This is an optimization exercise on Yosys and OpenROAD, whose aim is a short achievable clock period and few clock cycles, not a production implementation. At most, simulation tests tie the RTL to the original design; equivalence was not proved. The flow treats the clock pin as an ideal source. Dropping or thinning the clock tree relies on that and would not hold on a real chip. Power is estimated from default activity; no workload was simulated.

the reference run:
==> flow/design.v <==
`timescale 1ns / 1ps
module cpu_top (
    input wire clk,
    input wire rst,
    output wire [15:0] mem_addr,
    input wire [7:0] mem_rdata,
    output wire [7:0] mem_wdata,
    output wire mem_we,
    output wire [7:0] out_value,
    output wire halted
);
    reg [15:0] ma;        
    reg [15:0] pc;        
    reg [7:0]  wd;        
    reg [7:0]  dr;        
    reg [7:0]  m0;
    reg [7:0]  a, b, c;
    reg [7:0]  outr;
    reg        we;
    reg        hlt;        
    reg        frz;        
    reg        first;
    reg        st_boot, st_op, st_aft, st_lo, st_data;
    reg        k_lda, k_sta;              
    reg        w_a, w_b, w_c;             
    reg sel_c;                                    
    reg a_add, a_and, a_xor, a_or, a_mov, a_cma, a_shl, a_shr;
    reg y_x, y_inv, y_cin;                        
    reg b_inc, b_dec, b_fa, b_fc;
    reg c_inc, c_dec, c_fa, c_fb;
    assign mem_addr  = ma;
    assign mem_wdata = wd;
    assign mem_we    = we;
    assign out_value = outr;
    assign halted    = hlt;
    wire [7:0] d = mem_rdata;
    wire dr_mvi_a = dr == 8'h3E;
    wire dr_mvi_b = dr == 8'h06;
    wire dr_mvi_c = dr == 8'h0E;
    wire dr_lda   = dr == 8'h3A;
    wire dr_sta   = dr == 8'h32;
    wire dr_jmp   = dr == 8'hC3;
    wire dr_multi = dr_mvi_a | dr_mvi_b | dr_mvi_c | dr_lda | dr_sta | dr_jmp;
    wire run     = ~frz;
    wire byte_op = st_op | (st_aft & ~dr_multi);    
    wire dec1    = st_aft & ~dr_multi;              
    wire opnd1   = st_aft & dr_multi;               
    wire is_hlt  = run & byte_op & (d == 8'h76);    
    wire [7:0] x   = sel_c ? c : b;
    wire [7:0] y   = (x & {8{y_x}}) ^ {8{y_inv}};
    wire [7:0] sum = a + y + {7'b0, y_cin};
    wire [7:0] a_n = ({8{a_add}} & sum)
                   | ({8{a_and}} & (a & x))
                   | ({8{a_xor}} & (a ^ x))
                   | ({8{a_or}}  & (a | x))
                   | ({8{a_mov}} & x)
                   | ({8{a_cma}} & ~a)
                   | ({8{a_shl}} & {a[6:0], 1'b0})
                   | ({8{a_shr}} & {1'b0, a[7:1]});
    wire a_w = a_add | a_and | a_xor | a_or | a_mov | a_cma | a_shl | a_shr;
    wire [7:0] b_id = b + (b_inc ? 8'h01 : 8'hFF);
    wire [7:0] c_id = c + (c_inc ? 8'h01 : 8'hFF);
    wire [7:0] b_n = (b_inc | b_dec) ? b_id : (b_fa ? a : c);
    wire [7:0] c_n = (c_inc | c_dec) ? c_id : (c_fa ? a : b);
    wire b_w = b_inc | b_dec | b_fa | b_fc;
    wire c_w = c_inc | c_dec | c_fa | c_fb;
    wire [15:0] pc_inc = pc + 16'd1;
    wire jmp  = opnd1 & dr_jmp;
    wire keep = st_data | st_boot;                  
    wire [7:0] ma_lo_o = jmp ? m0 : (keep ? pc[7:0] : pc_inc[7:0]);
    wire [7:0] ma_hi_o = st_lo ? dr : (keep ? pc[15:8] : pc_inc[15:8]);
    wire [7:0] pc_lo_n = jmp ? m0 : (keep ? pc[7:0] : pc_inc[7:0]);
    wire [7:0] pc_hi_o = keep ? pc[15:8] : pc_inc[15:8];
    always @(posedge clk or posedge rst) begin
        if (rst) begin
            ma <= 16'h0000;
            pc <= 16'h0000;
        end else begin
            ma[7:0]  <= st_lo ? d : ma_lo_o;
            ma[15:8] <= jmp ? d : ma_hi_o;
            pc[7:0]  <= pc_lo_n;
            pc[15:8] <= jmp ? d : pc_hi_o;
        end
    end
    always @(posedge clk) begin
        if (st_boot) begin
            a <= 8'h00; b <= 8'h00; c <= 8'h00;
        end else begin
            if (w_a) a <= dr;
            else if (a_w) a <= a_n;
            if (w_b) b <= dr;
            else if (b_w) b <= b_n;
            if (w_c) c <= dr;
            else if (c_w) c <= c_n;
        end
        wd <= a;
        dr <= d;
        if (first) m0 <= d;
    end
    always @(posedge clk or posedge rst) begin
        if (rst) begin
            outr <= 8'h00;
            {sel_c, a_add, a_and, a_xor, a_or, a_mov, a_cma, a_shl, a_shr} <= 9'b0;
            {y_x, y_inv, y_cin} <= 3'b0;
            {b_inc, b_dec, b_fa, b_fc, c_inc, c_dec, c_fa, c_fb} <= 8'b0;
            we <= 1'b0; hlt <= 1'b0; frz <= 1'b0; first <= 1'b0;
            st_boot <= 1'b1; st_op <= 1'b0; st_aft <= 1'b0; st_lo <= 1'b0; st_data <= 1'b0;
            k_lda <= 1'b0; k_sta <= 1'b0;
            w_a <= 1'b0; w_b <= 1'b0; w_c <= 1'b0;
        end else begin
            if (b_inc) outr <= b_id;
            sel_c <= dr[0] | (dr == 8'h48);
            a_add <= run && dec1 && (dr == 8'h80 || dr == 8'h81 || dr == 8'h90 || dr == 8'h91 ||
                                     dr == 8'h3C || dr == 8'h3D);
            y_x   <= dr[7];
            y_inv <= (dr[7] & dr[4]) | (dr == 8'h3D);
            y_cin <= (dr[7] & dr[4]) | (dr == 8'h3C);
            a_and <= run && dec1 && (dr == 8'hA0 || dr == 8'hA1);
            a_xor <= run && dec1 && (dr == 8'hA8 || dr == 8'hA9);
            a_or  <= run && dec1 && (dr == 8'hB0 || dr == 8'hB1);
            a_mov <= run && dec1 && (dr == 8'h78 || dr == 8'h79);
            a_cma <= run && dec1 && (dr == 8'h2F);
            a_shl <= run && dec1 && (dr == 8'h17);
            a_shr <= run && dec1 && (dr == 8'h1F);
            b_inc <= run && dec1 && (dr == 8'h04);
            b_dec <= run && dec1 && (dr == 8'h05);
            b_fa  <= run && dec1 && (dr == 8'h47);
            b_fc  <= run && dec1 && (dr == 8'h41);
            c_inc <= run && dec1 && (dr == 8'h0C);
            c_dec <= run && dec1 && (dr == 8'h0D);
            c_fa  <= run && dec1 && (dr == 8'h4F);
            c_fb  <= run && dec1 && (dr == 8'h48);
            first <= st_boot;
            frz <= frz | is_hlt;
            hlt <= frz | (is_hlt & ~(st_aft & dr == 8'h04));
            if (run) begin
                we <= st_lo & k_sta;
                if (opnd1) begin
                    k_lda <= dr_lda;
                    k_sta <= dr_sta;
                end
                w_a <= (opnd1 & dr_mvi_a) | (st_data & k_lda);
                w_b <= opnd1 & dr_mvi_b;
                w_c <= opnd1 & dr_mvi_c;
                st_boot <= 1'b0;
                st_op   <= st_boot | (opnd1 & ~(dr_lda | dr_sta)) | st_data;
                st_aft  <= byte_op;
                st_lo   <= opnd1 & (dr_lda | dr_sta);
                st_data <= st_lo;
            end else begin
                we <= 1'b0;
                w_a <= 1'b0; w_b <= 1'b0; w_c <= 1'b0;
            end
        end
    end
endmodule
==> flow/config.mk <==
export PLATFORM = sky130hd
export DESIGN_NAME = cpu_top
export DESIGN_NICKNAME = cpu_top
export VERILOG_FILES = /design/flow/design.v
export SDC_FILE = /design/flow/constraint.sdc
export NUM_CORES = 4
export LEC_CHECK = 0
export ABC_CLOCK_PERIOD_IN_PS = 2500
export CAP_MARGIN = 20
export CORE_MARGIN = 2
export CORE_UTILIZATION = 40
export SLEW_MARGIN = 20
export SYNTH_MEMORY_MAX_BITS = 262144
==> flow/constraint.sdc <==
create_clock -name core_clock -period 11.0 [get_ports {clk}]
set_input_delay 2.2000 -clock core_clock [delete_from_list [all_inputs] [get_ports {clk}]]
set_output_delay 2.2000 -clock core_clock [all_outputs]
set_load 0.01 [all_outputs]
standard.sh (not shown) runs the stock make flow with config.mk's settings and CLKGATE_MAP_FILE= SYNTH_SCRIPT=/design/flow/synth_recipe.tcl, a recipe that flattens the netlist after the stock synthesis.
==> flow/flow/run.sh <==
#!/bin/bash
set -euo pipefail
source flow/settings.sh
bash standard.sh synth > synth.log 2>&1
bash standard.sh SETUP_SLACK_MARGIN=$MARGIN place > place.log 2>&1
bash standard.sh SETUP_SLACK_MARGIN=$MARGIN CLK_NBUF=$CLK_NBUF CLK_BUFCELL=$CLK_BUFCELL CLK_INV1=${CLK_INV1:-} CLK_INV2=${CLK_INV2:-} \
  RUN_SCRIPT=$PWD/flow/cts.tcl RUN_LOG_NAME_STEM=4_1_cts run > cts.log 2>&1
bash standard.sh SETUP_SLACK_MARGIN=$MARGIN do-4_cts do-route > route.log 2>&1
bash standard.sh SETUP_SLACK_MARGIN=$MARGIN finish > finish.log 2>&1
Other scripts of this flow, unchanged in this note and not shown: flow/flow/cts.tcl, flow/flow/settings.sh
Modified inputs, the trial run compared to the reference run
-- flow/design.v --
<<< the reference run, line 66
    wire c_w = c_inc | c_dec | c_fa | c_fb;
    wire [15:0] pc_inc = pc + 16'd1;
    wire jmp  = opnd1 & dr_jmp;
    wire keep = st_data | st_boot;                  
    wire [7:0] ma_lo_o = jmp ? m0 : (keep ? pc[7:0] : pc_inc[7:0]);
    wire [7:0] ma_hi_o = st_lo ? dr : (keep ? pc[15:8] : pc_inc[15:8]);
    wire [7:0] pc_lo_n = jmp ? m0 : (keep ? pc[7:0] : pc_inc[7:0]);
    wire [7:0] pc_hi_o = keep ? pc[15:8] : pc_inc[15:8];
    always @(posedge clk or posedge rst) begin
        if (rst) begin
            ma <= 16'h0000;
            pc <= 16'h0000;
        end else begin
            ma[7:0]  <= st_lo ? d : ma_lo_o;
            ma[15:8] <= jmp ? d : ma_hi_o;
            pc[7:0]  <= pc_lo_n;
            pc[15:8] <= jmp ? d : pc_hi_o;
        end
    end
    always @(posedge clk) begin
        if (st_boot) begin
>>> the trial run, line 66
    wire c_w = c_inc | c_dec | c_fa | c_fb;
    wire [15:0] pc_inc = pc + 16'd1;
    always @(posedge clk) begin
        if (st_boot) begin
<<< the reference run, line 94
            else if (c_w) c <= c_n;
        end
        wd <= a;
        dr <= d;
        if (first) m0 <= d;
    end
>>> the trial run, line 77
            else if (c_w) c <= c_n;
        end
        if (st_boot) ma <= 16'h0000;
        else if (run) begin
            if (opnd1 && dr_jmp) ma <= {d, m0};
            else if (st_lo) ma <= {dr, d};
            else if (st_data) ma <= pc;
            else ma <= pc_inc;
        end
        if (st_boot) pc <= 16'h0000;
        else if (run) begin
            if (opnd1 && dr_jmp) pc <= {d, m0};
            else if (!st_data) pc <= pc_inc;
        end
        wd <= a;
        if (run) dr <= d;
        if (first) m0 <= d;
    end
Results
- Cell count went up by more than 10% going from the reference run to the trial run.
- What the trial run reported for length of routed met2 wiring has to be multiplied by 0.927 to get the figure for the reference run.
- Delta(count of cells along the worst register-to-register path, the trial run - the reference run) > 0
- Sort the trial run and the reference run by utilization after layout, descending, and the reference run comes first.
- Taking the reference run as the reference point, the number of global-route vias before repair of the trial run rises by 209.
- Summary — global placement routability congestion, the trial run relative to the reference run: lower, by 1.6%.
- The trial run against the reference run: post-synthesis share of cell area spent on and, or, nand and nor gates went up, combinational cell fraction of total power +6.1 points.
Testbench counts of the trial run, summed over its fixed seeds: cycles 42,401.
Function not checked in the reference run: the RTL went through the layout flow alone. No run of this note takes its clock network from TritonCTS; it comes from the design's own scripts or RTL.

-- afterwards: timing with drivers on the ports --
No port has a modelled driver above. Below, the same layouts with a new extraction and two added sets of constraints.
Step 1: set_driving_cell puts a clkbuf_16 on clk and a buf_2 on each other input, an assumption about the parent block.
Step 2, shift: input delay + t, output delay - t, t = (earliest + latest rising clock arrival at the registers) / 2. This alone moves slack from input paths to output paths.
a / b / c = no drivers / after step 1 / after step 2; a / b = the first two.
run | t (ns) | setup slack, ns | latest minus earliest clock arrival (ns) | worst data-port slew with drivers (ns) | cell pins on the clock port's net
the reference run | 0.283 | 7.754 / 7.862 / 7.579 | 0.024 / 0.024 | 0.05 | 4
the trial run | 0.278 | 8.134 / 7.987 / 8.034 | 0.018 / 0.017 | 0.06 | 4
After both steps every run listed still meets setup and hold. For the reference run, which loses most, drivers alone change the setup slack by +0.108 ns; drivers and shift together by -0.175 ns.
